This design comes from an exercise in tuning for small area, a short achievable clock period and few clock cycles on the open sky130 flow, not from production work. Where RTL was checked, it was by simulation tests only, not by an equivalence proof against the original. No functional check of the RTL was part of run 1. Power figures rest on the tool's default switching activity, not on a simulated workload.

File: design.v
module ME(
    input clk,
    input rst_n,
    input block_valid,
    input area_valid,
    input [7:0] in_data,
    output logic out_valid,
    output logic signed [2:0] out_vector
);
logic [7:0] blk [0:15];
always_ff @(posedge clk)
    if (block_valid) begin
        for (int k = 0; k < 15; k++) blk[k] <= blk[k+1];
        blk[15] <= in_data;
    end
logic [7:0] pix;
always_ff @(posedge clk) pix <= in_data;
logic [7:0] adv [0:15];
logic       adc [0:15];
always_ff @(posedge clk)
    for (int k = 0; k < 16; k++) begin
        logic [8:0] e;
        e = {1'b0, pix} + {1'b0, ~blk[k]};
        adv[k] <= e[7:0] ^ {8{~e[8]}};
        adc[k] <= e[8];
    end
function automatic [11:0] psmask(input integer s);
    integer n;
    n = (s / 8) * 4 + ((s % 8) < 3 ? (s % 8) : 3) + 1;    
    psmask = n == 1 ? 12'h0ff : n == 2 ? 12'h1ff : n <= 4 ? 12'h3ff : n <= 8 ? 12'h7ff : 12'hfff;
endfunction
logic [11:0] ps [0:27];
always_ff @(posedge clk)
    for (int s = 0; s < 28; s++)
        if (s % 8 < 4)
            ps[s] <= ((s == 0 ? 12'd0 : ps[s-1]) + {4'd0, adv[(s/8)*4 + s%8]}
                      + {11'd0, adc[(s/8)*4 + s%8]}) & psmask(s);
        else
            ps[s] <= ps[s-1];
wire [11:0] sad = ps[27];
logic [5:0] idx0, idx1, idx2;
logic v0, v1, v2;
always_ff @(posedge clk, negedge rst_n)
    if (!rst_n) begin
        v0 <= 1'b0;
        v1 <= 1'b0;
        v2 <= 1'b0;
    end else begin
        v0 <= area_valid;
        v1 <= v0;
        v2 <= v1;
    end
always_ff @(posedge clk) begin
    idx0 <= block_valid ? 6'd0 : idx0 + {5'd0, v0};
    idx1 <= idx0;
    idx2 <= idx1;
end
wire win_ok = v2 && idx2[5:3] >= 3'd3 && idx2[2:0] >= 3'd3;
wire first  = idx2 == 6'd27;
logic [11:0] min_sad;
wire better = first || sad < min_sad;
logic [2:0] min_x, min_y;
wire [2:0] cur_x = idx2[2:0] - 3'd5;    
wire [2:0] cur_y = 3'd5 - idx2[5:3];    
always_ff @(posedge clk)
    if (win_ok && better) begin
        min_sad <= sad;
        min_x   <= cur_x;
        min_y   <= cur_y;
    end
wire last = v2 && idx2 == 6'd63;
logic second;
always_ff @(posedge clk, negedge rst_n)
    if (!rst_n) begin
        out_valid  <= 1'b0;
        second     <= 1'b0;
        out_vector <= 3'd0;
    end else begin
        second <= 1'b0;
        if (last) begin
            out_valid  <= 1'b1;
            out_vector <= better ? cur_x : min_x;
            second     <= 1'b1;
        end else if (second) begin
            out_vector <= min_y;
        end else begin
            out_valid  <= 1'b0;
            out_vector <= 3'd0;
        end
    end
endmodule
File: run.sh
#!/bin/bash
# synth_recipe.tcl (not shown) runs the flow's synth.tcl, then flattens the netlist and writes it again
# the make line also repeats each setting of config.mk as NAME=value (left out here)
make -C /OpenROAD-flow-scripts/flow DESIGN_CONFIG=/design/flow/config.mk WORK_HOME=/design/flow/orfs CLKGATE_MAP_FILE= SYNTH_SCRIPT=/design/flow/synth_recipe.tcl finish
File: config.mk
export PLATFORM = sky130hd
export DESIGN_NAME = ME
export DESIGN_NICKNAME = ME
export VERILOG_FILES = /design/flow/design.v
export SDC_FILE = /design/flow/constraint.sdc
export NUM_CORES = 8
export LEC_CHECK = 0
export ABC_CLOCK_PERIOD_IN_PS = 2200
export CAP_MARGIN = 20
export CORE_MARGIN = 2
export CORE_UTILIZATION = 40
export SETUP_SLACK_MARGIN = 3.3
export SLEW_MARGIN = 20
export TNS_END_PERCENT = 100
File: constraint.sdc
create_clock -name core_clock -period 5.5 [get_ports {clk}]
set_input_delay 1.1000 -clock core_clock [delete_from_list [all_inputs] [get_ports {clk}]]
set_output_delay 1.1000 -clock core_clock [all_outputs]
set_load 0.01 [all_outputs]
==> run summary, run 1 <==
- Via count of the routed design: approximately 17000
- Startpoint Class: register
- Top-area cell type share of the netlist area: 0.346
- Share of power burned in combinational logic: 0.358
- Number of cell instances on the worst register-to-register path: 10
- Highest Clock Rate: 409 MHz
- Routed via count divided by cell count: 4.80
- Placed instance count: 3386
- Largest cells by area after synthesis: sky130_fd_sc_hd__dfxtp_1 35%, sky130_fd_sc_hd__edfxtp_1 16%, sky130_fd_sc_hd__ha_1 11%, sky130_fd_sc_hd__xnor2_1 7.3%, sky130_fd_sc_hd__inv_1 3.9%
- Distinct cells, synth: 57
- Pin count of the biggest net entering global routing: between 60 and 70
- Vias in the first global route: roughly 18000
- Final core area utilization: 0.492
- Number of buffers added by the clock tree synthesis step: 69
- Setup repair after global routing missed its margin: true
- First DRT Iteration DRCs: between 800 and 900
- Part of the power in the clock network: 0.255
- Avg Inst Size Synth: 11.4 um^2
- Syn. warnings: 5
- Fraction of synthesis flops using an asynchronous set or reset pin: 0.0126
- Leading register cell type out of synthesis: sky130_fd_sc_hd__dfxtp_1
- Final total negative setup slack: 0 ns
- Number of nets in the layout: slightly below 3000
- Iteration count of the initial detailed-routing pass: 5
- Synthesized netlist net count: 2745
- Signed area change from the synthesized netlist to the final layout: 21.7%
- Number of hold-repair buffers added at the cts stage: 0
- Depth of the CTS H-tree: 3
- Clock tree sinks: 633
- Row Count: 96
- Proportion of total power due to net switching: 0.321
- Clock period minus worst slack: 2.44 ns
- Count of buffers inserted at the top-level ports: 15
- Routed wire length: approximately 55000 um
- Cell area power density: between 500 and 600 nW/um^2
- Maximum number of buffers from clock root to sink: 3
- Synthesized instance count: around 2400
- Area enclosed by the die boundary: roughly 71000 um^2
- Count of endpoints failing hold in the final timing report: 0
- Crit path setup slack, layout: 3.06 ns
- Clk pin slew, worst setup/hold paths: about 0.060 ns
- CTS tree: yes
- Grt ovf: 0
- Data required time at the worst endpoint: between 6 and 7 ns
- Mapped cell area: 27700 um^2
- Number of violations of the max-capacitance limit: 0
- Yosys top cell by area: sky130_fd_sc_hd__dfxtp_1
- Number of synthesized flops with an enable pin: ~150
- Diodes inserted: 0
- Global-route wire length before repair: around 90000 um
- Initial antenna violation count: 0
- Total power of the final layout: approximately 0.018 W
- Commonest non-fill, non-tap cell in the layout: sky130_fd_sc_hd__dfxtp_1
- Worst Path Max Fanout: 7
- Number of remaining DRC errors: 0
- Register bit total from synthesis: about 630
- Worst clock skew: roughly 0.03 ns
- Final setup violation count: 0
- Arr. time, crit path: about 3.0 ns
- Sequential-to-total area share from yosys stat: 0.511
- P_sw: 0.00592 W
- Root buffer selected by CTS: sky130_fd_sc_hd__clkbuf_16
- Core outline area: 68600 um^2
- Proportion of layout cells with a drive suffix above 1: 0.184
- GRT Overall Usage: 0.154
- Top library cells by usage in the layout, fill and taps aside: 472 x sky130_fd_sc_hd__dfxtp_1, 274 x sky130_fd_sc_hd__inv_1, 234 x sky130_fd_sc_hd__ha_1
- Critical path capture point type: register
- Final instance count without filler cells: 3617
- I/O pins: 16
- Int Power: approximately 0.013 W
- Sequential share of power: 0.387
- Die X-Extent: 267 um
- Worst IR Drop VDD: about 0.00036 V
- Vertical die dimension: about 270 um
- Share of the clock period used by the worst path: 0.444
- Effective utilization at floorplan: 0.404
- Setup slack after placement: 2.72 ns
- Type of the tightest min-delay check: register to register
- Setup CP Type: register to register
- Total count of max-transition violations in the final report: 0
- Routed WL per cell: 15.1 um
- Insertion delay of the later-clocked pin in the worst-skew pair: a little over 0.6 ns
- Sum of net half-perimeters after detailed placement: approximately 37000 um
- Run status: timing/DRC/antenna clean
- Cell depth of the worst hold path: 0
- Standby leakage power: approximately 15 nW
- Worst slew pin tran: between 0.8 and 0.9 ns
- Number of fill cells in the layout: 6093
- Routability Congestion: about 0.8
- Antenna Nets Post-Route: 0
- Max-Slew Margin vs Limit: 0.418
-- registers in the layout, summed over array words and instances (netlist names), 6 cells and up --
signal and flops:
idx1 6, adc 16, adv 128, ps 309, pix 8, idx2 6, idx0 6, min_sad 12
blk 128
-- kinds of logic after synthesis --
kind of cell / after synthesis / share of synthesized area
AOI/OAI and AO/OA: 547 / 0.130
xor gates and xnor gates: 328 / 0.104
adders and majority gates: 298 / 0.147
buffers and inverters: 287 / 0.0389
DFF: 633 / 0.511
muxes: 18 / 0.00813
and+or+nand+nor: 324 / 0.0610
-- stage by stage --
step | hold WS [ns] | instance area [um^2]
2_1_floorplan | 0.310 | 27800
3_3_place_gp | 0.311 | 29100
3_5_place_dp | 0.312 | 29100
4_1_cts | 0.318 | 32600
5_1_grt | 0.322 | 33700
6_report | 0.317 | 33700
-- per-layer routing --
metal,wire length [um],GRT usage,up-vias
li1,-,-,8756
met1,26000,0.206,8287
met2,25500,0.251,211
met3,1770,0.0288,121
met4,1500,0.0507,0
met5,0,0,-
-- worst paths after layout --
kind | endpoint | slack, ns | startpoint
min in group asynchronous | out_valid | 0.79 | rst_n
min | ps[13][2] | 0.32 | ps[12][2]
max reg2reg | adv[7][7] | 3.06 | pix[0]
min reg2reg | ps[13][2] | 0.32 | ps[12][2]
max | adv[7][7] | 3.06 | pix[0]
max in group asynchronous | v2 | 4.43 | rst_n
-- repair_timing --
| item | in CTS | in global routing |
|---|---|---|
| setup buffers | 59 | 45 |
| gates cloned | 0 | 1 |
| gates resized for setup | 109 | 135 |
| setup endpoints to repair | 177 | 195 |
| pin swaps | 110 | 129 |
-- layout make-up --
class / instances / area [um^2] / area share
flip-flops and latches: 633 / 14200 / 0.421
inverters: 287 / 1080 / 0.0319
well taps: 931 / 1160 / 0.0345
repair buffers: 125 / 1250 / 0.0371
clock buffers: 88 / 1950 / 0.0579
clock inverters: 38 / 400 / 0.0119
multi-input cells: 1515 / 13700 / 0.406
-- power groups by stage --
stage	sequential (W)	combinational, W	clock, W
2_1_floorplan	0.00694	0.00473	0
3_3_place_gp	0.00725	0.00569	0
3_5_place_dp	0.00725	0.00582	0
4_1_cts	0.00717	0.00616	0.00483
5_1_grt	0.00730	0.00742	0.00502
6_report	0.00713	0.00660	0.00470
-- worst max-delay path, stage by stage (launching register included) --
cell and delay, ns:
sky130_fd_sc_hd__dfxtp_4 0.41, sky130_fd_sc_hd__buf_12 0.16, sky130_fd_sc_hd__buf_6 0.11, sky130_fd_sc_hd__ha_4 0.16, sky130_fd_sc_hd__fa_2 0.35, sky130_fd_sc_hd__a211o_1 0.28, sky130_fd_sc_hd__nand2_1 0.08, sky130_fd_sc_hd__a21oi_2 0.07
sky130_fd_sc_hd__a211o_1 0.25, sky130_fd_sc_hd__mux2_4 0.26, sky130_fd_sc_hd__o311ai_2 0.20
-- Yosys cell counts, types with 17 or more instances --
cell type,count
sky130_fd_sc_hd__dfxtp_1,479
sky130_fd_sc_hd__inv_1,287
sky130_fd_sc_hd__ha_1,252
sky130_fd_sc_hd__xnor2_1,231
sky130_fd_sc_hd__edfxtp_1,146
sky130_fd_sc_hd__a21oi_1,134
sky130_fd_sc_hd__xor2_1,97
sky130_fd_sc_hd__o21ai_0,96
sky130_fd_sc_hd__nor2_1,83
sky130_fd_sc_hd__nand2_1,70
sky130_fd_sc_hd__nor2b_1,58
sky130_fd_sc_hd__o21a_1,53
sky130_fd_sc_hd__a21o_1,47
sky130_fd_sc_hd__fa_1,46
sky130_fd_sc_hd__o21ai_1,39
sky130_fd_sc_hd__a211o_1,31
sky130_fd_sc_hd__nand3_1,21
sky130_fd_sc_hd__a211oi_1,19
sky130_fd_sc_hd__a21boi_0,17
sky130_fd_sc_hd__or3_1,17
==> run 2, diff against run 1 <==
--- a/design.v
+++ b/design.v
@@ -18,12 +18,8 @@
 logic [7:0] adv [0:15];
 logic       adc [0:15];
 always_ff @(posedge clk)
-    for (int k = 0; k < 16; k++) begin
-        logic [8:0] e;
-        e = {1'b0, pix} + {1'b0, ~blk[k]};
-        adv[k] <= e[7:0] ^ {8{~e[8]}};
-        adc[k] <= e[8];
-    end
+    for (int k = 0; k < 16; k++)
+        {adc[k], adv[k]} <= {1'b0, pix} + {1'b0, ~blk[k]};
 function automatic [11:0] psmask(input integer s);
     integer n;
     n = (s / 8) * 4 + ((s % 8) < 3 ? (s % 8) : 3) + 1;    
@@ -33,7 +29,8 @@
 always_ff @(posedge clk)
     for (int s = 0; s < 28; s++)
         if (s % 8 < 4)
-            ps[s] <= ((s == 0 ? 12'd0 : ps[s-1]) + {4'd0, adv[(s/8)*4 + s%8]}
+            ps[s] <= ((s == 0 ? 12'd0 : ps[s-1])
+                      + {4'd0, adv[(s/8)*4 + s%8] ^ {8{~adc[(s/8)*4 + s%8]}}}
                       + {11'd0, adc[(s/8)*4 + s%8]}) & psmask(s);
         else
             ps[s] <= ps[s-1];
==> run 2 against run 1 <==
Still clean. Clock skew decreased by 0.017 ns. Cell area is 8.8% lower. First-iteration DRC count decreased by 29%. Non-clock buffer count is 88 lower. Via count down 8.4%. Hold slack improved by 0.0036 ns. Sequential share of layout area rose by 4.2 points. Sequential cell count did not move. Utilization decreased by 3.1 points. Critical path type is now register to output port. Critical endpoint is now out_valid. Highest routed layer unchanged.
==> run summary, run 2 <==
- Family with the most delay on the worst path: flip-flops
- Setup repair after global routing missed its margin: true
- Clock period minus worst slack: 2.21 ns (-0.236 ns)
- Placed instance count: 3217 (-5.0%)
- Die X-Extent: 263 um (-1.5%)
- Run status: timing/DRC/antenna clean
- Startpoint Class: register
- Total number of cells along the worst setup path: 1 (-9)
- Data required time at the worst endpoint: 4.40 ns (-1.61 ns)
- Via count of the routed design: 15914 (-8.4%)
- Avg Inst Size Synth: 11.5 um^2 (+0.83%)
- CTS tree: yes
- Maximum number of buffers from clock root to sink: 3 (unchanged)
- Root buffer selected by CTS: sky130_fd_sc_hd__clkbuf_16
- Most repeated cell in the gate-level netlist after synthesis: sky130_fd_sc_hd__dfxtp_1
- Clock tree sinks: 633 (unchanged)
- Final setup violation count: 0 (unchanged)
- Highest Clock Rate: 453 MHz (+11%)
- Top cells by count, synth: 479 x sky130_fd_sc_hd__dfxtp_1, 293 x sky130_fd_sc_hd__xnor2_1, 252 x sky130_fd_sc_hd__ha_1, 230 x sky130_fd_sc_hd__inv_1, 146 x sky130_fd_sc_hd__edfxtp_1
- Total count of max-transition violations in the final report: 0 (unchanged)
- Number of violations of the max-capacitance limit: 0 (unchanged)
- Pin count of the biggest net entering global routing: 81 (+23%)
- Antenna Nets Post-Route: 0 (unchanged)
- Grt ovf: 0 (unchanged)
- Cell depth of the worst hold path: 0 (unchanged)
- Smallest hold slack: 0.320 ns (+0.00362 ns)
- Worst slew pin tran: 0.799 ns (-0.0748 ns)
- First DRT Iteration DRCs: 617 (-29%)
- Largest cells by area after synthesis: sky130_fd_sc_hd__dfxtp_1 36%, sky130_fd_sc_hd__edfxtp_1 16%, sky130_fd_sc_hd__ha_1 12%, sky130_fd_sc_hd__xnor2_1 9.5%, sky130_fd_sc_hd__inv_1 3.2%
- Final total negative setup slack: 0 ns (unchanged)
- Number of fill cells in the layout: 6101 (+0.13%)
- Number of remaining DRC errors: 0 (unchanged)
- Number of buffers added by the clock tree synthesis step: 67 (-2.9%)
- Arr. time, crit path: 1.11 ns (-1.84 ns)
- Sequential-to-total area share from yosys stat: 0.527 (+0.0159)
- Mapped cell area: 26900 um^2 (-3.0%)
- Worst path bufs/invs: 1 (-1)
- Total power of the final layout: 0.0182 W (-1.4%)
- Commonest non-fill, non-tap cell in the layout: sky130_fd_sc_hd__dfxtp_1
- Routed wire length: 48600 um (-11%)
- Flip-flop count of the largest register, all copies and words added: 309 (unchanged)
- GRT Overall Usage: 0.143 (-0.0109)
- Area enclosed by the die boundary: 69300 um^2 (-3.0%)
- Largest stage delay on the critical path: 0.38 ns (-0.03 ns)
- Cell area power density: 591 nW/um^2 (+8.1%)
- Number of synthesized flops with an enable pin: 146 (unchanged)
- Initial antenna violation count: 0 (unchanged)
- Fraction of synthesis flops using an asynchronous set or reset pin: 0.0126 (unchanged)
- Clk pin slew, worst setup/hold paths: 0.06 ns (about the same)
- Effective utilization at floorplan: 0.402 (-0.00174)
- Diodes inserted: 0 (unchanged)
- Share of the clock period used by the worst path: 0.401 (-0.0430)
- Synthesized netlist net count: 2637 (-3.9%)
- Type of the tightest min-delay check: register to register
- Worst IR Drop VDD: 0.000344 V (-3.2%)
- Vertical die dimension: 263 um (-1.5%)
- Signed area change from the synthesized netlist to the final layout: 14.4%
- Standby leakage power: 13.0 nW (-10%)
- Syn. warnings: 5 (unchanged)
- Cell type of the slowest stage on the worst timing path: sky130_fd_sc_hd__dfrtp_1
- Count of buffers inserted at the top-level ports: 15 (unchanged)
- Yosys top cell by area: sky130_fd_sc_hd__dfxtp_1
- Iteration count of the initial detailed-routing pass: 4 (-1)
- Routed WL per cell: 14.5 um (-4.2%)
- Setup slack after placement: 2.65 ns (-0.0653 ns)
- Critical path capture point type: output port
- Worst Path Max Fanout: 2 (-5)
- Ordered list of cells on the worst path: buf_2
- Routed via count divided by cell count: 4.74 (-1.3%)
- Crit path setup slack, layout: 3.29 ns (+0.236 ns)
- Global-route wire length before repair: 81000 um (-8.0%)
- Number of cell instances on the worst register-to-register path: 9 (-1)
- Core outline area: 66800 um^2 (-2.6%)
- Proportion of layout cells with a drive suffix above 1: 0.102 (-0.0824)
- Insertion delay of the later-clocked pin in the worst-skew pair: 0.60 ns (about the same)
- Leading register cell type out of synthesis: sky130_fd_sc_hd__dfxtp_1
- Max-Slew Margin vs Limit: 0.468 (+0.0499)
- Register with the most flip-flops: ps
- Synthesized instance count: 2342 (-3.8%)
- Routability Congestion: 0.773 (-1.6%)
- Top library cells by usage in the layout, fill and taps aside: 453 x sky130_fd_sc_hd__dfxtp_1, 282 x sky130_fd_sc_hd__xnor2_1, 252 x sky130_fd_sc_hd__ha_1
- Distinct cells, synth: 67 (+18%)
- Worst clock skew: 0.0128 ns (-0.0165 ns)
- Number of nets in the layout: 2726 (-7.3%)
- Sum of net half-perimeters after detailed placement: 34400 um (-6.8%)
- I/O pins: 16 (unchanged)
- Vias in the first global route: 16427 (-6.2%)
- Final instance count without filler cells: 3357 (-7.2%)
- Top-area cell type share of the netlist area: 0.357 (+0.0108)
- Setup CP Type: register to output port
- Count of endpoints failing hold in the final timing report: 0 (unchanged)
- Row Count: 95 (-1.0%)
- Register bit total from synthesis: 633 (unchanged)
- Depth of the CTS H-tree: 3 (unchanged)
run 2: worst reg2reg max path: cells and delay by family, from the launching register on:
kind,cells,cell delay [ns]
DFF,1,0.35
buffers and inverters,1,0.08
and+or+nand+nor,1,0.10
AOI/OAI and AO/OA,4,0.71
xor gates and xnor gates,1,0.15
adders and majority gates,1,0.35
muxes,1,0.23
run 2: logic make-up after synthesis:
family,count (synthesis),synth area share
mux,19,0.00917
compound gates,408,0.0999
simple gates,404,0.0713
flops,633,0.527
xor+xnor,348,0.113
fa+ha+maj,283,0.140
buf+inv,247,0.0384
run 2: cell type report:
cell class,instances,area (um^2),share of cell area
tap,873,1090,0.0355
sequential,633,14200,0.463
inverter,230,867,0.0282
multi-input combinational,1462,11900,0.387
clock buffer,92,1900,0.0619
clock inverter,30,384,0.0125
timing repair buffer,37,343,0.0112
run 2: stage by stage:
step	cell area [um^2]	utilization
2_1_floorplan	26900	-
5_1_grt	30700	0.460
4_1_cts	30400	0.456
3_5_place_dp	28000	0.419
6_report	30700	0.460
3_3_place_gp	28000	0.419
run 2: repair_timing:
action / in CTS / in global routing
pin swaps: 8 / 19
hold buffers: 0 / 0
endpoints found under the hold margin: 0 / 0
gates resized for setup: 57 / 59
endpoints found under the setup margin: 148 / 145
buffers inserted: 11 / 7
run 2: where the power goes:
part	switching (W)	total [W]	internal [W]	leakage [nW]
Combinational	0.00331	0.00642	0.00311	6.36
Sequential	0.000753	0.00712	0.00637	5.56
Clock	0.00181	0.00462	0.00281	1.11
run 2: metal layers:
metal  part of all wire  vias to the layer above  track usage  wire length, um
met5                  0                        -            0                0
met4              0.028                        0       0.0488             1360
met3              0.034                      104       0.0300             1640
met2               0.46                      193        0.236            22400
met1               0.48                     7492        0.187            23300
li1                   -                     8125            -                -
run 2: path summary, 6_finish.rpt:
kind / endpoint / slack [ns] / start
max: out_valid / 3.29 / out_valid
min: ps[14][0] / 0.32 / ps[13][0]
max reg2reg: ps[11][10] / 3.39 / adv[7][0]
min reg2reg: ps[14][0] / 0.32 / ps[13][0]
max in group asynchronous: v0 / 4.47 / rst_n
min in group asynchronous: v2 / 0.78 / rst_n
Testbench counts of run 2, summed over its fixed seeds: cycles 43,520.
==> run 3, diff against run 2 <==
==> config.mk (replaced) <==
export PLATFORM = sky130hd
export DESIGN_NAME = ME
export DESIGN_NICKNAME = ME
export VERILOG_FILES = /design/flow/design.v
export SDC_FILE = /design/flow/constraint.sdc
export NUM_CORES = 8
export LEC_CHECK = 0
export ABC_CLOCK_PERIOD_IN_PS = 2500
export CAP_MARGIN = 20
export CORE_MARGIN = 2
export CORE_UTILIZATION = 40
export SETUP_SLACK_MARGIN = 3.0
export SLEW_MARGIN = 20
export TNS_END_PERCENT = 100
==> run 3 against run 2 <==
Worst setup slack got worse by 0.18 ns. Routed wire length decreased by 0.19%. Clock-buffer cell count is 5 lower. Sequential share of layout area is 0.37 points higher. Hold slack worse by 0.0079 ns. Final cell count decreased by 0.33%. Sequential power hardly changed. Fmax is 7.4% lower. Still clean. First-iteration DRC count rose by 3.9%. Sequential cell count stayed put. Critical path type is now register to register. Global-route usage increased by 0.064 points.
==> run summary, run 3 <==
- Number of buffers added by the clock tree synthesis step: 67 (unchanged)
- Run status: timing/DRC/antenna clean
- Final total negative setup slack: 0 ns (unchanged)
- Insertion delay of the later-clocked pin in the worst-skew pair: 0.60 ns (about the same)
- Sum of net half-perimeters after detailed placement: 34400 um (about the same)
- CTS tree: yes
- Row Count: 95 (unchanged)
- Worst clock skew: 0.0231 ns (+0.0102 ns)
- Data required time at the worst endpoint: 6.03 ns (+1.63 ns)
- Pin count of the biggest net entering global routing: 96 (+19%)
- Global-route wire length before repair: 81200 um (+0.26%)
- Syn. warnings: 5 (unchanged)
- Final setup violation count: 0 (unchanged)
- Initial antenna violation count: 0 (unchanged)
- Max-Slew Margin vs Limit: 0.388 (-0.0799)
- Commonest non-fill, non-tap cell in the layout: sky130_fd_sc_hd__dfxtp_1
- Worst Path Max Fanout: 8 (+6)
- Area occupied by registers: 14200 um^2 (-0.33%)
- Top library cells by usage in the layout, fill and taps aside: 463 x sky130_fd_sc_hd__dfxtp_1, 293 x sky130_fd_sc_hd__xnor2_1, 252 x sky130_fd_sc_hd__ha_1
- Synthesized instance count: 2342 (unchanged)
- Fraction of synthesis flops using an asynchronous set or reset pin: 0.0126 (unchanged)
- Highest Clock Rate: 420 MHz (-7.4%)
- Routed via count divided by cell count: 4.73 (-0.13%)
- Iteration count of the initial detailed-routing pass: 7 (+3)
- Core outline area: 66800 um^2 (unchanged)
- First DRT Iteration DRCs: 641 (+3.9%)
- Sequential-to-total area share from yosys stat: 0.527 (unchanged)
- Final core area utilization: 0.455 (-0.00519)
- Count of endpoints failing hold in the final timing report: 0 (unchanged)
- Cell area power density: 591 nW/um^2 (about the same)
- Proportion of layout cells with a drive suffix above 1: 0.0789 (-0.0230)
- Number of nets in the layout: 2714 (-0.44%)
- Distinct cells, synth: 67 (unchanged)
- Setup CP Type: register to register
- Mapped cell area: 26900 um^2 (unchanged)
- GRT Overall Usage: 0.144 (+0.000638)
- Arr. time, crit path: 2.91 ns (+1.80 ns)
- Top-area cell type share of the netlist area: 0.357 (unchanged)
- Clock tree sinks: 633 (unchanged)
- Share of the clock period used by the worst path: 0.433 (+0.0320)
- Largest stage delay on the critical path: 0.58 ns (+0.20 ns)
- Maximum number of buffers from clock root to sink: 3 (unchanged)
- Effective utilization at floorplan: 0.402 (unchanged)
- Worst slew pin tran: 0.919 ns (+0.120 ns)
- Number of remaining DRC errors: 0 (unchanged)
- Total power of the final layout: 0.0180 W (-1.2%)
- Largest cells by area after synthesis: sky130_fd_sc_hd__dfxtp_1 36%, sky130_fd_sc_hd__edfxtp_1 16%, sky130_fd_sc_hd__ha_1 12%, sky130_fd_sc_hd__xnor2_1 9.5%, sky130_fd_sc_hd__inv_1 3.2%
- Routed wire length: 48500 um (-0.19%)
- Most repeated cell in the gate-level netlist after synthesis: sky130_fd_sc_hd__dfxtp_1
- Area enclosed by the die boundary: 69300 um^2 (unchanged)
- Routability Congestion: 0.785 (+1.5%)
- Count of buffers inserted at the top-level ports: 15 (unchanged)
- Startpoint Class: register
- Cell type of the slowest stage on the worst timing path: sky130_fd_sc_hd__dfxtp_1
- Clk pin slew, worst setup/hold paths: 0.06 ns (about the same)
- Vias in the first global route: 16267 (-0.97%)
- Signed area change from the synthesized netlist to the final layout: 13.1%
- Die X-Extent: 263 um (unchanged)
- Routed WL per cell: 14.5 um (+0.14%)
- Register bit total from synthesis: 633 (unchanged)
- I/O pins: 16 (unchanged)
- Avg Inst Size Synth: 11.5 um^2 (unchanged)
- Area of the multi-input gates: 11700 um^2 (-1.8%)
- Ordered list of cells on the worst path: xnor2_1 -> inv_1 -> fa_1 -> nor2b_1 -> o21ai_0 -> a21boi_0 -> o21ai_0 -> nor2_1 -> xor2_1
- Leading register cell type out of synthesis: sky130_fd_sc_hd__dfxtp_1
- Worst path bufs/invs: 1 (unchanged)
- Antenna Nets Post-Route: 0 (unchanged)
- Standby leakage power: 12.9 nW (-0.91%)
- Yosys top cell by area: sky130_fd_sc_hd__dfxtp_1
- Root buffer selected by CTS: sky130_fd_sc_hd__clkbuf_16
- Synthesized netlist net count: 2637 (unchanged)
- Depth of the CTS H-tree: 3 (unchanged)
- Critical path capture point type: register
- Number of violations of the max-capacitance limit: 0 (unchanged)
- Vertical die dimension: 263 um (unchanged)
- Number of synthesized flops with an enable pin: 146 (unchanged)
- Cell with the most instances on the worst path: sky130_fd_sc_hd__o21ai_0
- Type of the tightest min-delay check: register to register
- Top cells by count, synth: 479 x sky130_fd_sc_hd__dfxtp_1, 293 x sky130_fd_sc_hd__xnor2_1, 252 x sky130_fd_sc_hd__ha_1, 230 x sky130_fd_sc_hd__inv_1, 146 x sky130_fd_sc_hd__edfxtp_1
- Flip-flop count of the largest register, all copies and words added: 309 (unchanged)
- Number of hold-repair buffers added at the cts stage: 0 (unchanged)
- Total count of max-transition violations in the final report: 0 (unchanged)
- Clock period minus worst slack: 2.38 ns (+0.176 ns)
- Family with the most delay on the worst path: compound AO/OA/AOI/OAI gates
- Number of fill cells in the layout: 6078 (-0.38%)
- Register with the most flip-flops: ps
- Grt ovf: 0 (unchanged)
- Setup repair after global routing missed its margin: true
- Worst IR Drop VDD: 0.000325 V (-5.7%)
- Diodes inserted: 0 (unchanged)
- Via count of the routed design: 15841 (-0.46%)
-- run 3: cell types whose count changed in the layout (fill, tap and decap cells not counted), sizes merged --
cell	before	now
buf	27	11
bufinv	8	7
clkbuf	92	87
clkinv	14	19
dlygate4sd2	0	4
inv	234	236
-- run 3: repair_timing --
action	CTS	global route
resized for setup	8	16
pin swaps	0	2
endpoints found under the setup margin	76	57
setup buffers	0	4
cloned	0	0
hold endpoints to repair	0	0
-- run 3: kinds of logic after synthesis --
family | Yosys count | share of synthesized area
compound gates | 408 | 0.0999
xor+xnor | 348 | 0.113
simple gates | 404 | 0.0713
fa+ha+maj | 283 | 0.140
flops | 633 | 0.527
mux | 19 | 0.00917
buf+inv | 247 | 0.0384
-- run 3: final timing paths --
| kind | from | end | slack, ns | depth (start not counted) |
|---|---|---|---|---|
| setup / recovery | adc[9] | ps[17][10] | 3.12 | 9 |
| hold / removal | ps[11][4] | ps[12][4] | 0.31 | 0 |
| setup reg to reg | adc[9] | ps[17][10] | 3.12 | 9 |
| hold reg to reg | ps[11][4] | ps[12][4] | 0.31 | 0 |
| max in group asynchronous | rst_n | out_valid | 4.49 | 1 |
| min in group asynchronous | rst_n | out_vector[0] | 0.77 | 1 |
-- run 3: area by class of cell --
cell class                      count  share of cell area
Tap cell                          873              0.0359
Clock buffer                       87              0.0631
Clock inverter                     36              0.0135
Timing Repair Buffer               25             0.00729
Sequential cell                   633               0.467
Multi-Input combinational cell   1462               0.385
Inverter                          230              0.0284
-- run 3: metrics by stage --
step	cell area [um^2]	cells	worst slack (ns)	hold WS (ns)
2_1_floorplan	26900	2342	3.01	0.310
3_3_place_gp	28000	3219	2.76	0.310
3_5_place_dp	28000	3219	2.72	0.312
4_1_cts	30300	3342	3.03	0.318
5_1_grt	30400	3346	2.95	0.322
6_report	30400	3346	3.12	0.313
-- run 3: layer usage --
| metal | GRT usage | routed length [um] | part of all wire |
|---|---|---|---|
| met1 | 0.190 | 23400 | 0.48 |
| met2 | 0.236 | 22200 | 0.46 |
| met3 | 0.0267 | 1520 | 0.031 |
| met4 | 0.0503 | 1450 | 0.030 |
| met5 | 0 | 0 | 0 |
-- run 3: power by group --
group	switching (W)	internal [W]	total [W]
Combinational	0.00322	0.00296	0.00618
Sequential	0.000751	0.00636	0.00712
Clock	0.00184	0.00282	0.00466
==> run 4, diff against run 3 <==
==> config.mk (replaced) <==
export PLATFORM = sky130hd
export DESIGN_NAME = ME
export DESIGN_NICKNAME = ME
export VERILOG_FILES = /design/flow/design.v
export SDC_FILE = /design/flow/constraint.sdc
export NUM_CORES = 8
export LEC_CHECK = 0
export ABC_CLOCK_PERIOD_IN_PS = 2000
export CAP_MARGIN = 20
export CORE_MARGIN = 2
export CORE_UTILIZATION = 40
export SETUP_SLACK_MARGIN = 3.5
export SLEW_MARGIN = 20
export TNS_END_PERCENT = 100
==> run 4 against run 3 <==
Fmax is 8.3% higher. Via count up 4.3%. Combinational power rose by 24%. Critical endpoint is now out_valid. Highest routed layer unchanged. First-iteration DRC count rose by 14%. Sequential cell count unchanged. Routed wire length rose by 7.6%. Final cell count grew 3.5%. Worst setup slack better by 0.18 ns.
==> run summary, run 4 <==
- Flop-to-flop setup slack: 3.39 ns (+0.27 ns)
- Pin count of the biggest net entering global routing: 109 (+14%)
- Number of nets in the layout: 2831 (+4.3%)
- Crit path setup slack, layout: 3.30 ns (+0.183 ns)
- Cell area power density: 595 nW/um^2 (+0.69%)
- Share of power burned in combinational logic: 0.391 (+0.047)
- Depth of the CTS H-tree: 3 (unchanged)
- Yosys top cell by area: sky130_fd_sc_hd__dfxtp_1
- Share of the clock period used by the worst path: 0.400 (-0.0332)
- Worst Path Max Fanout: 2 (-6)
- Highest Clock Rate: 455 MHz (+8.3%)
- Number of buffers added by the clock tree synthesis step: 67 (unchanged)
- Area fraction in compound gates after synthesis: 0.0999 (unchanged)
- Run status: timing/DRC/antenna clean
- Synthesized instance count: 2342 (unchanged)
- Top library cells by usage in the layout, fill and taps aside: 448 x sky130_fd_sc_hd__dfxtp_1, 255 x sky130_fd_sc_hd__xnor2_1, 227 x sky130_fd_sc_hd__ha_1
- Routed WL per cell: 15.1 um (+3.9%)
- Number of synthesized flops with an enable pin: 146 (unchanged)
- CTS tree: yes
- Standby leakage power: 13.9 nW (+7.5%)
- Ordered list of cells on the worst path: buf_6
- Number of violations of the max-capacitance limit: 0 (unchanged)
- Reg2reg start: min_sad[7]
- Synthesized netlist net count: 2637 (unchanged)
- Routed wire length: 52200 um (+7.6%)
- Worst clock skew: 0.0221 ns (-0.000964 ns)
- Maximum number of buffers from clock root to sink: 3 (unchanged)
- Worst slew pin tran: 0.703 ns (-0.216 ns)
- Mux cell area share after synthesis: 0.00917 (unchanged)
- Signed area change from the synthesized netlist to the final layout: 22.3%
- Number of hold-repair buffers added at the cts stage: 0 (unchanged)
- Post-synthesis share of cell area spent on and, or, nand and nor gates: 0.0713 (unchanged)
- Worst IR Drop VDD: 0.000351 V (+8.1%)
- Critical path capture point type: output port
- Flip-flop count of the largest register, all copies and words added: 309 (unchanged)
- Sequential share of power: 0.367 (-0.029)
- Final core area utilization: 0.492 (+0.0372)
- Routed via count divided by cell count: 4.77 (+0.78%)
- Cell type of the slowest stage on the worst timing path: sky130_fd_sc_hd__dfrtp_1
- Antenna Nets Post-Route: 0 (unchanged)
- Final instance count without filler cells: 3464 (+3.5%)
- Core outline area: 66800 um^2 (unchanged)
- Commonest non-fill, non-tap cell in the layout: sky130_fd_sc_hd__dfxtp_1
- Routability Congestion: 0.787 (+0.28%)
- Mapped cell area: 26900 um^2 (unchanged)
- Syn. warnings: 5 (unchanged)
- Diodes inserted: 0 (unchanged)
- Largest stage delay on the critical path: 0.38 ns (-0.20 ns)
- Area enclosed by the die boundary: 69300 um^2 (unchanged)
- Grt ovf: 0 (unchanged)
- Vias in the first global route: 16744 (+2.9%)
- Proportion of layout cells with a drive suffix above 1: 0.213 (+0.134)
- Number of remaining DRC errors: 0 (unchanged)
- Data required time at the worst endpoint: 4.40 ns (-1.63 ns)
- Register with the most flip-flops: ps
- Proportion of total power due to net switching: 0.329 (+0.00531)
- Final total negative setup slack: 0 ns (unchanged)
- Part of the power in the clock network: 0.241 (-0.018)
- Adder-cell share of the synthesized area: 0.140 (unchanged)
- Int Power: 0.0131 W (+8.1%)
- GRT Overall Usage: 0.147 (+0.00297)
- Die X-Extent: 263 um (unchanged)
- Most repeated cell in the gate-level netlist after synthesis: sky130_fd_sc_hd__dfxtp_1
- Main combinational cell family by area after synthesis: adder cells
- Sequential-to-total area share from yosys stat: 0.527 (unchanged)
- Setup CP Type: register to output port
- Initial antenna violation count: 0 (unchanged)
- Count of buffers inserted at the top-level ports: 15 (unchanged)
- Fraction of synthesis flops using an asynchronous set or reset pin: 0.0126 (unchanged)
- Max-Slew Margin vs Limit: 0.531 (+0.143)
- Cell depth of the worst hold path: 0 (unchanged)
- Register bit total from synthesis: 633 (unchanged)
- Row Count: 95 (unchanged)
- Clock tree sinks: 633 (unchanged)
- Number of cell instances on the worst register-to-register path: 9 (unchanged)
- Top-area cell type share of the netlist area: 0.357 (unchanged)
- Smallest hold slack: 0.320 ns (+0.00725 ns)
- Leading register cell type out of synthesis: sky130_fd_sc_hd__dfxtp_1
- End of the worst register-to-register path: min_sad[8]
- Insertion delay of the later-clocked pin in the worst-skew pair: 0.60 ns (about the same)
- Placed instance count: 3216 (-0.093%)
- Sum of net half-perimeters after detailed placement: 34500 um (+0.25%)
- Setup repair after global routing missed its margin: true
- Avg Inst Size Synth: 11.5 um^2 (unchanged)
- Count of endpoints failing hold in the final timing report: 0 (unchanged)
- Largest cells by area after synthesis: sky130_fd_sc_hd__dfxtp_1 36%, sky130_fd_sc_hd__edfxtp_1 16%, sky130_fd_sc_hd__ha_1 12%, sky130_fd_sc_hd__xnor2_1 9.5%, sky130_fd_sc_hd__inv_1 3.2%
- Family with the most delay on the worst path: flip-flops
- Setup slack after placement: 2.70 ns (-0.0140 ns)
- Clk pin slew, worst setup/hold paths: 0.06 ns (about the same)
- Arr. time, crit path: 1.10 ns (-1.81 ns)
- First DRT Iteration DRCs: 730 (+14%)
- Final setup violation count: 0 (unchanged)
- Clock period minus worst slack: 2.20 ns (-0.183 ns)
- Type of the tightest min-delay check: register to register
- Startpoint of the tightest hold check path: ps[21][1]
- P_sw: 0.00643 W (+11%)
- Via count of the routed design: 16527 (+4.3%)
- Global-route wire length before repair: 82900 um (+2.1%)
- I/O pins: 16 (unchanged)
- Root buffer selected by CTS: sky130_fd_sc_hd__clkbuf_16
- Hold worst-path end: ps[22][1]
- Top cells by count, synth: 479 x sky130_fd_sc_hd__dfxtp_1, 293 x sky130_fd_sc_hd__xnor2_1, 252 x sky130_fd_sc_hd__ha_1, 230 x sky130_fd_sc_hd__inv_1, 146 x sky130_fd_sc_hd__edfxtp_1
- Share of the synthesized netlist area taken by xor and xnor gates: 0.113 (unchanged)
- Startpoint Class: register
- Distinct cells, synth: 67 (unchanged)
- Iteration count of the initial detailed-routing pass: 5 (-2)
- Vertical die dimension: 263 um (unchanged)
- Total count of max-transition violations in the final report: 0 (unchanged)
- Effective utilization at floorplan: 0.402 (unchanged)
- Worst path bufs/invs: 1 (unchanged)
run 4: timing repair:
| item | CTS | global route |
|---|---|---|
| cloned | 0 | 2 |
| resized for setup | 120 | 204 |
| pin swaps | 39 | 122 |
| setup endpoints to repair | 225 | 154 |
| buffers inserted | 56 | 66 |
run 4: cell type report:
class / count / area, um^2
clock inverter: 35 / 423
fill: 5863 / 33900
multi-input combinational: 1462 / 13000
timing repair buffer: 142 / 1300
inverter: 230 / 867
clock buffer: 89 / 1940
tap: 873 / 1090
sequential: 633 / 14300
run 4: logic make-up after synthesis:
family / Yosys count
adder cells (fa/ha/maj): 283
XOR/XNOR: 348
AND/OR/NAND/NOR: 404
multiplexers: 19
flip-flops: 633
AO/OA/AOI/OAI: 408
buffers and inverters: 247
run 4: worst max path at each step:
stage / startpoint / to / slack (ns) / depth (start not counted)
CTS: out_valid / out_valid / 3.25 / 1
finish: out_valid / out_valid / 3.30 / 1
floorplan: adc[7] / ps[11][10] / 3.40 / 10
global route: out_valid / out_valid / 3.25 / 1
global placement: block_valid / blk[10][7] / 2.72 / 2
detailed placement: block_valid / blk[9][7] / 2.70 / 2
run 4: power by group through the flow:
stage / logic (W) / clock network (W) / registers [W]
3_3_place_gp: 0.00611 / 0 / 0.00723
2_1_floorplan: 0.00519 / 0 / 0.00692
5_1_grt: 0.00853 / 0.00504 / 0.00735
6_report: 0.00765 / 0.00472 / 0.00718
4_1_cts: 0.00677 / 0.00485 / 0.00717
3_5_place_dp: 0.00623 / 0 / 0.00724
run 4: routing by layer:
layer / vias to the layer above / global-route usage / routed length (um)
li1: 8324 / - / -
met1: 7903 / 0.190 / 24000
met2: 202 / 0.247 / 25300
met3: 98 / 0.0262 / 1540
met4: 0 / 0.0491 / 1370
met5: - / 0 / 0
run 4: through the flow:
step,total power [W],cell area (um^2)
floorplan,0.0121,27000
global placement,0.0133,28100
detailed placement,0.0135,28100
CTS,0.0188,31300
global route,0.0209,32900
finish,0.0196,32900
==> run 5, diff against run 4 <==
==> config.mk (replaced) <==
export PLATFORM = sky130hd
export DESIGN_NAME = ME
export DESIGN_NICKNAME = ME
export VERILOG_FILES = /design/flow/design.v
export SDC_FILE = /design/flow/constraint.sdc
export NUM_CORES = 8
export LEC_CHECK = 0
export ABC_CLOCK_PERIOD_IN_PS = 2200
export CAP_MARGIN = 20
export CORE_MARGIN = 2
export CORE_UTILIZATION = 40
export CTS_BUF_LIST = sky130_fd_sc_hd__clkbuf_8
export SETUP_SLACK_MARGIN = 3.3
export SLEW_MARGIN = 20
export TNS_END_PERCENT = 100
==> run 5 against run 4 <==
Non-clock buffer count is 104 lower. Sequential cell count is the same. Combinational power down 16%. Register-to-register slack about the same. Clock skew about the same. Sequential share of layout area increased by 3.0 points. Die area is the same. Largest power group is now sequential cells. Routed wire length fell by 6.2%. Cell area fell by 6.5%. Highest routed layer unchanged. Critical path depth is the same. Fmax is 3.9% lower. Synthesized cell count unchanged.
==> run summary, run 5 <==
- Run status: timing/DRC/antenna clean
- Flop-to-flop setup slack: 3.39 ns (about the same)
- Yosys top cell by area: sky130_fd_sc_hd__dfxtp_1
- Met1 demand-to-capacity share in global routing: 0.186 (-0.00361)
- Origin of the worst setup path: out_valid
- Flip-flop count of the largest register, all copies and words added: 309 (unchanged)
- Grt ovf: 0 (unchanged)
- Via count of the routed design: 16111 (-2.5%)
- Max-Slew Margin vs Limit: 0.463 (-0.0673)
- Number of nets in the layout: 2763 (-2.4%)
- Highest Clock Rate: 437 MHz (-3.9%)
- CTS tree: yes
- Core outline area: 66800 um^2 (unchanged)
- Data required time at the worst endpoint: 4.40 ns (about the same)
- Share of the clock period used by the worst path: 0.416 (+0.0164)
- Number of violations of the max-capacitance limit: 0 (unchanged)
- Top cells by count, synth: 479 x sky130_fd_sc_hd__dfxtp_1, 293 x sky130_fd_sc_hd__xnor2_1, 252 x sky130_fd_sc_hd__ha_1, 230 x sky130_fd_sc_hd__inv_1, 146 x sky130_fd_sc_hd__edfxtp_1
- Synthesized netlist net count: 2637 (unchanged)
- Avg Inst Size Synth: 11.5 um^2 (unchanged)
- Cell area power density: 584 nW/um^2 (-1.8%)
- Syn. warnings: 5 (unchanged)
- Number of buffers added by the clock tree synthesis step: 103 (+54%)
- Routability Congestion: 0.773 (-1.8%)
- Fraction of synthesis flops using an asynchronous set or reset pin: 0.0126 (unchanged)
- Final setup violation count: 0 (unchanged)
- Routed WL per cell: 14.3 um (-5.3%)
- Register with the most flip-flops: ps
- Worst clock skew: 0.0221 ns (+0.0000170 ns)
- Cell type of the slowest stage on the worst timing path: sky130_fd_sc_hd__dfrtp_1
- Total number of cells along the worst setup path: 1 (unchanged)
- Number of cell instances on the worst register-to-register path: 9 (unchanged)
- Top-area cell type share of the netlist area: 0.357 (unchanged)
- Setup CP Type: register to output port
- Global-route wire length before repair: 81400 um (-1.8%)
- Commonest non-fill, non-tap cell in the layout: sky130_fd_sc_hd__dfxtp_1
- Mapped cell area: 26900 um^2 (unchanged)
- Startpoint Class: register
- Iteration count of the initial detailed-routing pass: 5 (unchanged)
- Startpoint of the tightest hold check path: ps[13][2]
- Number of synthesized flops with an enable pin: 146 (unchanged)
- Clock tree sinks: 633 (unchanged)
- GRT Overall Usage: 0.144 (-0.00314)
- End of the worst register-to-register path: ps[11][10]
- Critical path capture point type: output port
- Count of buffers inserted at the top-level ports: 15 (unchanged)
- Cell area after layout: 30700 um^2 (-6.5%)
- Number of remaining DRC errors: 0 (unchanged)
- Area enclosed by the die boundary: 69300 um^2 (unchanged)
- Largest stage delay on the critical path: 0.37 ns (about the same)
- Setup repair after global routing missed its margin: true
- Maximum number of buffers from clock root to sink: 3 (unchanged)
- Total placed instance area: 28000 um^2 (-0.47%)
- Synthesized instance count: 2342 (unchanged)
- Vertical die dimension: 263 um (unchanged)
- Largest cells by area after synthesis: sky130_fd_sc_hd__dfxtp_1 36%, sky130_fd_sc_hd__edfxtp_1 16%, sky130_fd_sc_hd__ha_1 12%, sky130_fd_sc_hd__xnor2_1 9.5%, sky130_fd_sc_hd__inv_1 3.2%
- Routed via count divided by cell count: 4.70 (-1.6%)
- Effective utilization at floorplan: 0.402 (unchanged)
- Standby leakage power: 13.2 nW (-4.8%)
- Proportion of layout cells with a drive suffix above 1: 0.123 (-0.0899)
- Global routing usage on met2: 0.235 (-0.0119)
- Clock period minus worst slack: 2.29 ns (+0.0901 ns)
- Depth of the CTS H-tree: 3 (unchanged)
- Most repeated cell in the gate-level netlist after synthesis: sky130_fd_sc_hd__dfxtp_1
- Clk pin slew, worst setup/hold paths: 0.06 ns (about the same)
- Reg2reg start: adv[7][0]
- Sum of net half-perimeters after detailed placement: 34400 um (-0.27%)
- Count of endpoints failing hold in the final timing report: 0 (unchanged)
- Final instance count without filler cells: 3430 (-0.98%)
- Pin count of the biggest net entering global routing: 81 (-26%)
- Leading register cell type out of synthesis: sky130_fd_sc_hd__dfxtp_1
- Worst path bufs/invs: 1 (unchanged)
- Arr. time, crit path: 1.19 ns (+0.09 ns)
- Ordered list of cells on the worst path: buf_2
- Insertion delay of the later-clocked pin in the worst-skew pair: 0.68 ns (+0.08 ns)
- Signed area change from the synthesized netlist to the final layout: 14.4%
- Global-route track usage on met3: 0.0311 (+0.00496)
- Type of the tightest min-delay check: register to register
- Distinct cells, synth: 67 (unchanged)
- Final total negative setup slack: 0 ns (unchanged)
- Worst IR Drop VDD: 0.000339 V (-3.5%)
- Number of hold-repair buffers added at the cts stage: 0 (unchanged)
- Family with the most delay on the worst path: flip-flops
- Top library cells by usage in the layout, fill and taps aside: 454 x sky130_fd_sc_hd__dfxtp_1, 283 x sky130_fd_sc_hd__xnor2_1, 262 x sky130_fd_sc_hd__inv_1
- Root buffer selected by CTS: sky130_fd_sc_hd__clkbuf_8
- Routed wire length: 49000 um (-6.2%)
- Worst Path Max Fanout: 2 (unchanged)
- First DRT Iteration DRCs: 688 (-5.8%)
- Total count of max-transition violations in the final report: 0 (unchanged)
- Diodes inserted: 0 (unchanged)
- Sequential-to-total area share from yosys stat: 0.527 (unchanged)
- Placed instance count: 3217 (+0.031%)
- Row Count: 95 (unchanged)
- Most Crowded Layer GR: met2
- Worst slew pin tran: 0.805 ns (+0.102 ns)
- Register bit total from synthesis: 633 (unchanged)
- Last element of the critical path: out_valid
- I/O pins: 16 (unchanged)
- Initial antenna violation count: 0 (unchanged)
- Antenna Nets Post-Route: 0 (unchanged)
- Die X-Extent: 263 um (unchanged)
- Vias in the first global route: 16703 (-0.24%)
[run 5: cell types whose count changed in the layout (fill, tap and decap cells not counted), moves of 25 or more]
cell                        before  now
sky130_fd_sc_hd__a21oi_1        75  115
sky130_fd_sc_hd__a21oi_2        55   20
sky130_fd_sc_hd__buf_4         106   19
sky130_fd_sc_hd__clkbuf_16      73    0
sky130_fd_sc_hd__clkbuf_8        9  127
sky130_fd_sc_hd__ha_1          227  252
sky130_fd_sc_hd__inv_1         224  262
sky130_fd_sc_hd__o21ai_0        44   89
sky130_fd_sc_hd__o21ai_1        42   11
sky130_fd_sc_hd__xnor2_1       255  283
[run 5: worst min-delay path by stage]
| stage | to | slack, ns | depth (start not counted) |
|---|---|---|---|
| 5_1_grt | ps[20][0] | 0.33 | 0 |
| 4_1_cts | ps[14][5] | 0.32 | 0 |
| 2_1_floorplan | idx2[0] | 0.31 | 0 |
| 3_5_place_dp | ps[15][1] | 0.31 | 0 |
| 3_3_place_gp | idx2[0] | 0.31 | 0 |
| 6_report | ps[14][2] | 0.32 | 0 |
[run 5: area by class of cell]
type,count,area (um^2)
Fill cell,6124,36100
Multi-Input combinational cell,1462,11900
Sequential cell,633,14200
Timing Repair Buffer,38,334
Clock inverter,67,556
Inverter,230,867
Tap cell,873,1090
Clock buffer,127,1750
[run 5: power by group]
part	switching, W	internal, W	leakage (nW)
Clock	0.00183	0.00256	1.31
Combinational	0.00333	0.00311	6.35
Sequential	0.000757	0.00637	5.56
Total	0.00591	0.0120	13.2
[run 5: through the flow]
step | util | power, W | hold slack [ns] | worst slack (ns)
final | 0.460 | 0.0180 | 0.318 | 3.21
after global routing | 0.460 | 0.0193 | 0.326 | 3.12
after CTS | 0.456 | 0.0180 | 0.320 | 3.13
after detailed placement | 0.419 | 0.0134 | 0.312 | 2.65
after global placement | 0.419 | 0.0133 | 0.310 | 2.69
after floorplan | - | 0.0120 | 0.310 | 3.32
[run 5: layer usage]
metal	up-vias	share of wire
met5	-	0
met4	0	0.026
met1	7568	0.48
met2	222	0.46
li1	8216	-
met3	105	0.035
[run 5: cell families (layout without fill, tap and decap cells)]
logic type / after synthesis / in the layout / synth area share
AND/OR/NAND/NOR: 404 / 404 / 0.0713
multiplexers: 19 / 19 / 0.00917
flip-flops: 633 / 633 / 0.527
AO/OA/AOI/OAI: 408 / 408 / 0.0999
buffers and inverters: 247 / 462 / 0.0384
XOR/XNOR: 348 / 348 / 0.113
adder cells (fa/ha/maj): 283 / 283 / 0.140
[run 5: what timing repair did]
item                                    in CTS  in global routing
buffers inserted                            10                  9
gates resized for setup                     60                 56
gates cloned                                 0                  0
pin swaps                                    7                 19
endpoints found under the setup margin     147                 89
==> run 6, diff against run 5 <==
--- a/config.mk
+++ b/config.mk
@@ -9,7 +9,8 @@
 export CAP_MARGIN = 20
 export CORE_MARGIN = 2
 export CORE_UTILIZATION = 40
-export CTS_BUF_LIST = sky130_fd_sc_hd__clkbuf_8
+export CTS_BUF_LIST = sky130_fd_sc_hd__clkbuf_4
+export CTS_CLUSTER_SIZE = 30
 export SETUP_SLACK_MARGIN = 3.3
 export SLEW_MARGIN = 20
 export TNS_END_PERCENT = 100
==> run 6 against run 5 <==
Still clean on timing, DRC and antenna. Sequential cell count unchanged. Utilization decreased by 0.14 points. Synthesized cell count is the same. Clock-buffer cell count up 115. Power shrank 1.3%. Via count rose by 2.5%. Sequential share of layout area increased by 0.14 points. Largest power group unchanged. Highest routed layer unchanged.
==> run summary, run 6 <==
- Run status: timing/DRC/antenna clean
- Top cells by count, synth: 479 x sky130_fd_sc_hd__dfxtp_1, 293 x sky130_fd_sc_hd__xnor2_1, 252 x sky130_fd_sc_hd__ha_1, 230 x sky130_fd_sc_hd__inv_1, 146 x sky130_fd_sc_hd__edfxtp_1
- Global-route track usage on met3: 0.0414 (+0.0103)
- Top-area cell type share of the netlist area: 0.357 (unchanged)
- Register with the most flip-flops: ps
- Area enclosed by the die boundary: 69300 um^2 (unchanged)
- Final total negative setup slack: 0 ns (unchanged)
- Vias in the first global route: 17260 (+3.3%)
- Global-route wire length before repair: 83100 um (+2.1%)
- CTS tree: yes
- Depth of the CTS H-tree: 4 (+1)
- Routed wire length: 50000 um (+2.1%)
- Cell area after layout: 30600 um^2 (-0.30%)
- Type of the tightest min-delay check: register to register
- Sequential-to-total area share from yosys stat: 0.527 (unchanged)
- Synthesized instance count: 2342 (unchanged)
- First DRT Iteration DRCs: 622 (-9.6%)
- Die X-Extent: 263 um (unchanged)
- Worst clock skew: 0.0585 ns (+0.0364 ns)
- Number of violations of the max-capacitance limit: 0 (unchanged)
- Distinct cells, synth: 67 (unchanged)
- Arr. time, crit path: 1.49 ns (+0.30 ns)
- Critical path capture point type: output port
- Grt ovf: 0 (unchanged)
- Most Crowded Layer GR: met2
- Core outline area: 66800 um^2 (unchanged)
- Routability Congestion: 0.773 (unchanged)
- Fraction of synthesis flops using an asynchronous set or reset pin: 0.0126 (unchanged)
- Number of remaining DRC errors: 0 (unchanged)
- Clock period minus worst slack: 2.59 ns (+0.299 ns)
- Startpoint Class: register
- Total count of max-transition violations in the final report: 0 (unchanged)
- Setup CP Type: register to output port
- Total placed instance area: 28000 um^2 (unchanged)
- Yosys top cell by area: sky130_fd_sc_hd__dfxtp_1
- Worst path bufs/invs: 1 (unchanged)
- Maximum number of buffers from clock root to sink: 3 (unchanged)
- Clock tree sinks: 633 (unchanged)
- Antenna Nets Post-Route: 0 (unchanged)
- Effective utilization at floorplan: 0.402 (unchanged)
- Final setup violation count: 0 (unchanged)
- Ordered list of cells on the worst path: buf_2
- Vertical die dimension: 263 um (unchanged)
- Clk pin slew, worst setup/hold paths: 0.06 ns (about the same)
- Iteration count of the initial detailed-routing pass: 5 (unchanged)
- Number of fill cells in the layout: 6193 (+1.1%)
- Proportion of layout cells with a drive suffix above 1: 0.156 (+0.0331)
- Register bit total from synthesis: 633 (unchanged)
- Via count of the routed design: 16516 (+2.5%)
- Sum of net half-perimeters after detailed placement: 34400 um (unchanged)
- Insertion delay of the later-clocked pin in the worst-skew pair: 0.98 ns (+0.30 ns)
- Row Count: 95 (unchanged)
- GRT Overall Usage: 0.148 (+0.00472)
- Share of the clock period used by the worst path: 0.471 (+0.0544)
- Met1 demand-to-capacity share in global routing: 0.185 (-0.00189)
- Largest cells by area after synthesis: sky130_fd_sc_hd__dfxtp_1 36%, sky130_fd_sc_hd__edfxtp_1 16%, sky130_fd_sc_hd__ha_1 12%, sky130_fd_sc_hd__xnor2_1 9.5%, sky130_fd_sc_hd__inv_1 3.2%
- Number of nets in the layout: 2821 (+2.1%)
- Worst Path Max Fanout: 2 (unchanged)
- Max-Slew Margin vs Limit: 0.461 (-0.00237)
- Cell type of the slowest stage on the worst timing path: sky130_fd_sc_hd__dfrtp_1
- Routed WL per cell: 14.1 um (-0.94%)
- Synthesized netlist net count: 2637 (unchanged)
- Syn. warnings: 5 (unchanged)
- Top library cells by usage in the layout, fill and taps aside: 454 x sky130_fd_sc_hd__dfxtp_1, 282 x sky130_fd_sc_hd__xnor2_1, 252 x sky130_fd_sc_hd__ha_1
- Routed via count divided by cell count: 4.67 (-0.53%)
- Commonest non-fill, non-tap cell in the layout: sky130_fd_sc_hd__dfxtp_1
- Most repeated cell in the gate-level netlist after synthesis: sky130_fd_sc_hd__dfxtp_1
- Flip-flop count of the largest register, all copies and words added: 309 (unchanged)
- Worst slew pin tran: 0.808 ns (+0.00356 ns)
- I/O pins: 16 (unchanged)
- Setup repair after global routing missed its margin: true
- Root buffer selected by CTS: sky130_fd_sc_hd__clkbuf_4
- Largest stage delay on the critical path: 0.38 ns (about the same)
- Number of buffers added by the clock tree synthesis step: 160 (+55%)
- Highest Clock Rate: 386 MHz (-12%)
- Mapped cell area: 26900 um^2 (unchanged)
- Number of synthesized flops with an enable pin: 146 (unchanged)
- Leading register cell type out of synthesis: sky130_fd_sc_hd__dfxtp_1
- Signed area change from the synthesized netlist to the final layout: 14.0%
- Count of endpoints failing hold in the final timing report: 0 (unchanged)
- Worst IR Drop VDD: 0.000345 V (+1.7%)
- Smallest hold slack: 0.310 ns (-0.00867 ns)
- Count of buffers inserted at the top-level ports: 15 (unchanged)
- Avg Inst Size Synth: 11.5 um^2 (unchanged)
- Cell area power density: 578 nW/um^2 (-0.97%)
- Global routing usage on met2: 0.239 (+0.00372)
- Family with the most delay on the worst path: flip-flops
- Initial antenna violation count: 2 (+2)
- Data required time at the worst endpoint: 4.40 ns (about the same)
- Pin count of the biggest net entering global routing: 81 (unchanged)
- Standby leakage power: 13.2 nW (about the same)
## run 6: cell count changes in the layout (fill, tap and decap cells not counted), sizes merged
cell | previous run | this run
buf | 28 | 29
bufinv | 10 | 6
clkbuf | 127 | 242
clkinv | 20 | 42
clkinvlp | 4 | 1
diode | 0 | 6
inv | 263 | 231
## run 6: final timing paths
check,cells after the start,endpoint,start,slack [ns]
worst max-delay path,1,out_valid,out_valid,2.91
worst min-delay path,0,ps[12][4],ps[11][4],0.31
worst max register to register,8,ps[8][10],adv[4][0],3.39
worst min register to register,0,ps[12][4],ps[11][4],0.31
max in group asynchronous,1,second,rst_n,4.86
min in group asynchronous,1,out_vector[1],rst_n,0.39
## run 6: routing by layer
| metal | up-vias | wire length [um] |
|---|---|---|
| met5 | - | 0 |
| met1 | 7684 | 23400 |
| met4 | 0 | 1420 |
| li1 | 8431 | - |
| met2 | 284 | 23100 |
| met3 | 117 | 2050 |
## run 6: power by group
group | leakage, nW | internal [W] | switching (W) | total (W)
clock | 1.30 | 0.00229 | 0.00188 | 0.00417
combinational | 6.36 | 0.00311 | 0.00332 | 0.00644
sequential | 5.56 | 0.00636 | 0.000753 | 0.00712
## run 6: logic make-up after synthesis
logic type                 count (synthesis)  share of synthesized area
AOI/OAI and AO/OA                        408                     0.0999
xor gates and xnor gates                 348                      0.113
adders and majority gates                283                      0.140
buffers and inverters                    247                     0.0384
DFF                                      633                      0.527
muxes                                     19                    0.00917
and+or+nand+nor                          404                     0.0713
## run 6: timing repair
item | CTS | global route
pin swaps | 9 | 21
resized for setup | 63 | 52
hold buffers | 0 | 0
setup buffers | 11 | 9
setup endpoints to repair | 150 | 86
## run 6: stage by stage
step	worst slack [ns]	total power, W	util	cells
6_report	2.91	0.0177	0.459	3535
5_1_grt	2.78	0.0192	0.459	3534
4_1_cts	2.76	0.0178	0.454	3520
3_5_place_dp	2.65	0.0134	0.419	3217
3_3_place_gp	2.69	0.0133	0.419	3217
2_1_floorplan	3.32	0.0120	-	2342
## run 6: cell type report
type | instances | area, um^2 | area share
Clock inverter | 50 | 362 | 0.0118
Timing Repair Buffer | 39 | 354 | 0.0116
Clock buffer | 242 | 1820 | 0.0593
Sequential cell | 633 | 14200 | 0.465
Multi-Input combinational cell | 1462 | 11900 | 0.388
Tap cell | 873 | 1090 | 0.0356
Inverter | 230 | 867 | 0.0283
Antenna cell | 6 | 15.0 | 0.000490
==> run 7, diff against run 6 <==
--- a/config.mk
+++ b/config.mk
@@ -8,9 +8,7 @@
 export ABC_CLOCK_PERIOD_IN_PS = 2200
 export CAP_MARGIN = 20
 export CORE_MARGIN = 2
-export CORE_UTILIZATION = 40
-export CTS_BUF_LIST = sky130_fd_sc_hd__clkbuf_4
-export CTS_CLUSTER_SIZE = 30
+export CORE_UTILIZATION = 60
 export SETUP_SLACK_MARGIN = 3.3
 export SLEW_MARGIN = 20
 export TNS_END_PERCENT = 100
==> run 7 against run 6 <==
Sequential power about the same. Fmax up 19%. Synthesized cell count is the same.
==> run summary, run 7 <==
- Clock tree sinks: 633 (unchanged)
- Worst slew pin tran: 0.737 ns (-0.0717 ns)
- Final setup violation count: 0 (unchanged)
- CTS tree: yes
- Run status: timing/DRC/antenna clean
- Root buffer selected by CTS: sky130_fd_sc_hd__clkbuf_16
- Pin count of the biggest net entering global routing: 60 (-26%)
- Worst clock skew: 0.0315 ns (-0.0270 ns)
- Largest stage delay on the critical path: 0.38 ns (about the same)
- Clk pin slew, worst setup/hold paths: 0.06 ns (about the same)
- Number of nets in the layout: 2735 (-3.0%)
- Max-Slew Margin vs Limit: 0.509 (+0.0478)
- Worst path bufs/invs: 1 (unchanged)
- Part of the power in the clock network: 0.250 (+0.015)
- Yosys top cell by area: sky130_fd_sc_hd__dfxtp_1
- Clock period minus worst slack: 2.18 ns (-0.408 ns)
- Routed WL per cell: 15.7 um (+11%)
- Sum of net half-perimeters after detailed placement: 33700 um (-2.1%)
- Number of remaining DRC errors: 0 (unchanged)
- Routed wire length: 48600 um (-2.8%)
- Number of hold-repair buffers added at the cts stage: 0 (unchanged)
- Diodes inserted: 0 (-6)
- Top-area cell type share of the netlist area: 0.357 (unchanged)
- Number of cell instances on the worst register-to-register path: 8 (unchanged)
- Leading register cell type out of synthesis: sky130_fd_sc_hd__dfxtp_1
- Worst IR Drop VDD: 0.000403 V (+17%)
- Fraction of synthesis flops using an asynchronous set or reset pin: 0.0126 (unchanged)
- Insertion delay of the later-clocked pin in the worst-skew pair: 0.59 ns (-0.39 ns)
- Vias in the first global route: 15972 (-7.5%)
- Register with the most flip-flops: ps
- Routability Congestion: 0.793 (+2.6%)
- Proportion of total power due to net switching: 0.324 (-0.0117)
- Via count of the routed design: 15922 (-3.6%)
- Cell type of the slowest stage on the worst timing path: sky130_fd_sc_hd__dfrtp_1
- I/O pins: 16 (unchanged)
- Standby leakage power: 13.1 nW (-1.1%)
- Avg Inst Size Synth: 11.5 um^2 (unchanged)
- Sequential share of power: 0.394 (-0.008)
- Effective utilization at floorplan: 0.608 (+0.205)
- Hold worst-path end: ps[5][3]
- Die X-Extent: 216 um (-18%)
- End of the worst register-to-register path: ps[8][10]
- Proportion of layout cells with a drive suffix above 1: 0.106 (-0.0496)
- Share of power burned in combinational logic: 0.356 (-0.007)
- Setup repair after global routing missed its margin: true
- Vertical die dimension: 216 um (-18%)
- Iteration count of the initial detailed-routing pass: 5 (unchanged)
- Final core area utilization: 0.688 (+0.230)
- Global-route wire length before repair: 80900 um (-2.7%)
- Largest cells by area after synthesis: sky130_fd_sc_hd__dfxtp_1 36%, sky130_fd_sc_hd__edfxtp_1 16%, sky130_fd_sc_hd__ha_1 12%, sky130_fd_sc_hd__xnor2_1 9.5%, sky130_fd_sc_hd__inv_1 3.2%
- Smallest hold slack: 0.321 ns (+0.0119 ns)
- Reg2reg start: adv[4][0]
- Number of synthesized flops with an enable pin: 146 (unchanged)
- Antenna Nets Post-Route: 0 (unchanged)
- Type of the tightest min-delay check: register to register
- Number of violations of the max-capacitance limit: 0 (unchanged)
- Sequential-to-total area share from yosys stat: 0.527 (unchanged)
- Setup CP Type: register to output port
- P_sw: 0.00589 W (-1.1%)
- Most repeated cell in the gate-level netlist after synthesis: sky130_fd_sc_hd__dfxtp_1
- Synthesized instance count: 2342 (unchanged)
- Core outline area: 44200 um^2 (-34%)
- Ordered list of cells on the worst path: buf_6
- Cell depth of the worst hold path: 0 (unchanged)
- Startpoint Class: register
- GRT Overall Usage: 0.216 (+0.0677)
- Final total negative setup slack: 0 ns (unchanged)
- Flop-to-flop setup slack: 3.37 ns (-0.02 ns)
- Top cells by count, synth: 479 x sky130_fd_sc_hd__dfxtp_1, 293 x sky130_fd_sc_hd__xnor2_1, 252 x sky130_fd_sc_hd__ha_1, 230 x sky130_fd_sc_hd__inv_1, 146 x sky130_fd_sc_hd__edfxtp_1
- Initial antenna violation count: 0 (-2)
- Count of endpoints failing hold in the final timing report: 0 (unchanged)
- Top library cells by usage in the layout, fill and taps aside: 452 x sky130_fd_sc_hd__dfxtp_1, 284 x sky130_fd_sc_hd__xnor2_1, 252 x sky130_fd_sc_hd__ha_1
- Total count of max-transition violations in the final report: 0 (unchanged)
- Arr. time, crit path: 1.08 ns (-0.41 ns)
- Share of the clock period used by the worst path: 0.397 (-0.0742)
- Area enclosed by the die boundary: 46500 um^2 (-33%)
- Worst Path Max Fanout: 2 (unchanged)
- Synthesized netlist net count: 2637 (unchanged)
- Data required time at the worst endpoint: 4.40 ns (about the same)
- Maximum number of buffers from clock root to sink: 3 (unchanged)
- Distinct cells, synth: 67 (unchanged)
- Number of buffers added by the clock tree synthesis step: 67 (-58%)
- Grt ovf: 0 (unchanged)
- Count of buffers inserted at the top-level ports: 15 (unchanged)
- Syn. warnings: 5 (unchanged)
- Startpoint of the tightest hold check path: ps[4][3]
- Signed area change from the synthesized netlist to the final layout: 13.3%
- Row Count: 77 (-19%)
- Critical path capture point type: output port
- Depth of the CTS H-tree: 3 (-1)
- Highest Clock Rate: 459 MHz (+19%)
- Cell area power density: 597 nW/um^2 (+3.2%)
- Routed via count divided by cell count: 5.16 (+10%)
- First DRT Iteration DRCs: 877 (+41%)
- Commonest non-fill, non-tap cell in the layout: sky130_fd_sc_hd__dfxtp_1
- Int Power: 0.0123 W (+4.3%)
- Register bit total from synthesis: 633 (unchanged)
- Flip-flop count of the largest register, all copies and words added: 309 (unchanged)
- Family with the most delay on the worst path: flip-flops
- Mapped cell area: 26900 um^2 (unchanged)
==> run 7: cell counts after synthesis <==
Identical to the previous run, type by type.
==> run 7: cell type report <==
type | count | area, um^2
inverter | 230 | 867
clock inverter | 22 | 195
multi-input combinational | 1462 | 11900
fill | 3294 | 13800
sequential | 633 | 14300
clock buffer | 100 | 2080
tap | 592 | 741
timing repair buffer | 46 | 417
==> run 7: how the worst max path moves through the flow <==
stage | endpoint | depth (start not counted) | slack (ns) | startpoint
after global routing | ps[17][10] | 9 | 3.20 | adc[9]
after CTS | out_vector[0] | 1 | 3.28 | out_vector[0]
after global placement | adv[0][6] | 8 | 2.77 | pix[1]
after detailed placement | adc[6] | 8 | 2.74 | pix[1]
final | out_valid | 1 | 3.32 | out_valid
after floorplan | adv[0][6] | 8 | 3.32 | pix[1]
==> run 7: power by group through the flow <==
stage | Combinational [W] | Sequential, W | Clock (W)
final | 0.00647 | 0.00715 | 0.00454
after floorplan | 0.00512 | 0.00691 | 0
after global placement | 0.00601 | 0.00723 | 0
after CTS | 0.00632 | 0.00718 | 0.00466
after global routing | 0.00732 | 0.00731 | 0.00484
after detailed placement | 0.00612 | 0.00723 | 0
==> run 7: per-stage QoR <==
stage	cells	power, W	setup slack, ns	cell area, um^2
5_1_grt	3085	0.0195	3.20	30400
2_1_floorplan	2342	0.0120	3.32	26900
6_report	3085	0.0182	3.32	30400
3_3_place_gp	2937	0.0132	2.77	27700
4_1_cts	3072	0.0182	3.28	30100
3_5_place_dp	2937	0.0133	2.74	27700
==> run 7: logic make-up after synthesis <==
group           synth area share
buf+inv                   0.0384
compound gates            0.0999
mux                      0.00917
flops                      0.527
simple gates              0.0713
fa+ha+maj                  0.140
xor+xnor                   0.113
==> run 7: repair_timing <==
item / CTS / global route
setup buffers: 13 / 13
resized for setup: 65 / 46
hold endpoints to repair: 0 / 0
pin swaps: 8 / 18
setup endpoints to repair: 140 / 94
gates cloned: 0 / 0
==> run 7: routing by layer <==
metal,vias to the layer above,GRT usage,share of wire
li1,8141,-,-
met1,7478,0.306,0.50
met2,215,0.337,0.44
met3,88,0.0364,0.035
met4,0,0.0738,0.025
met5,-,0,0
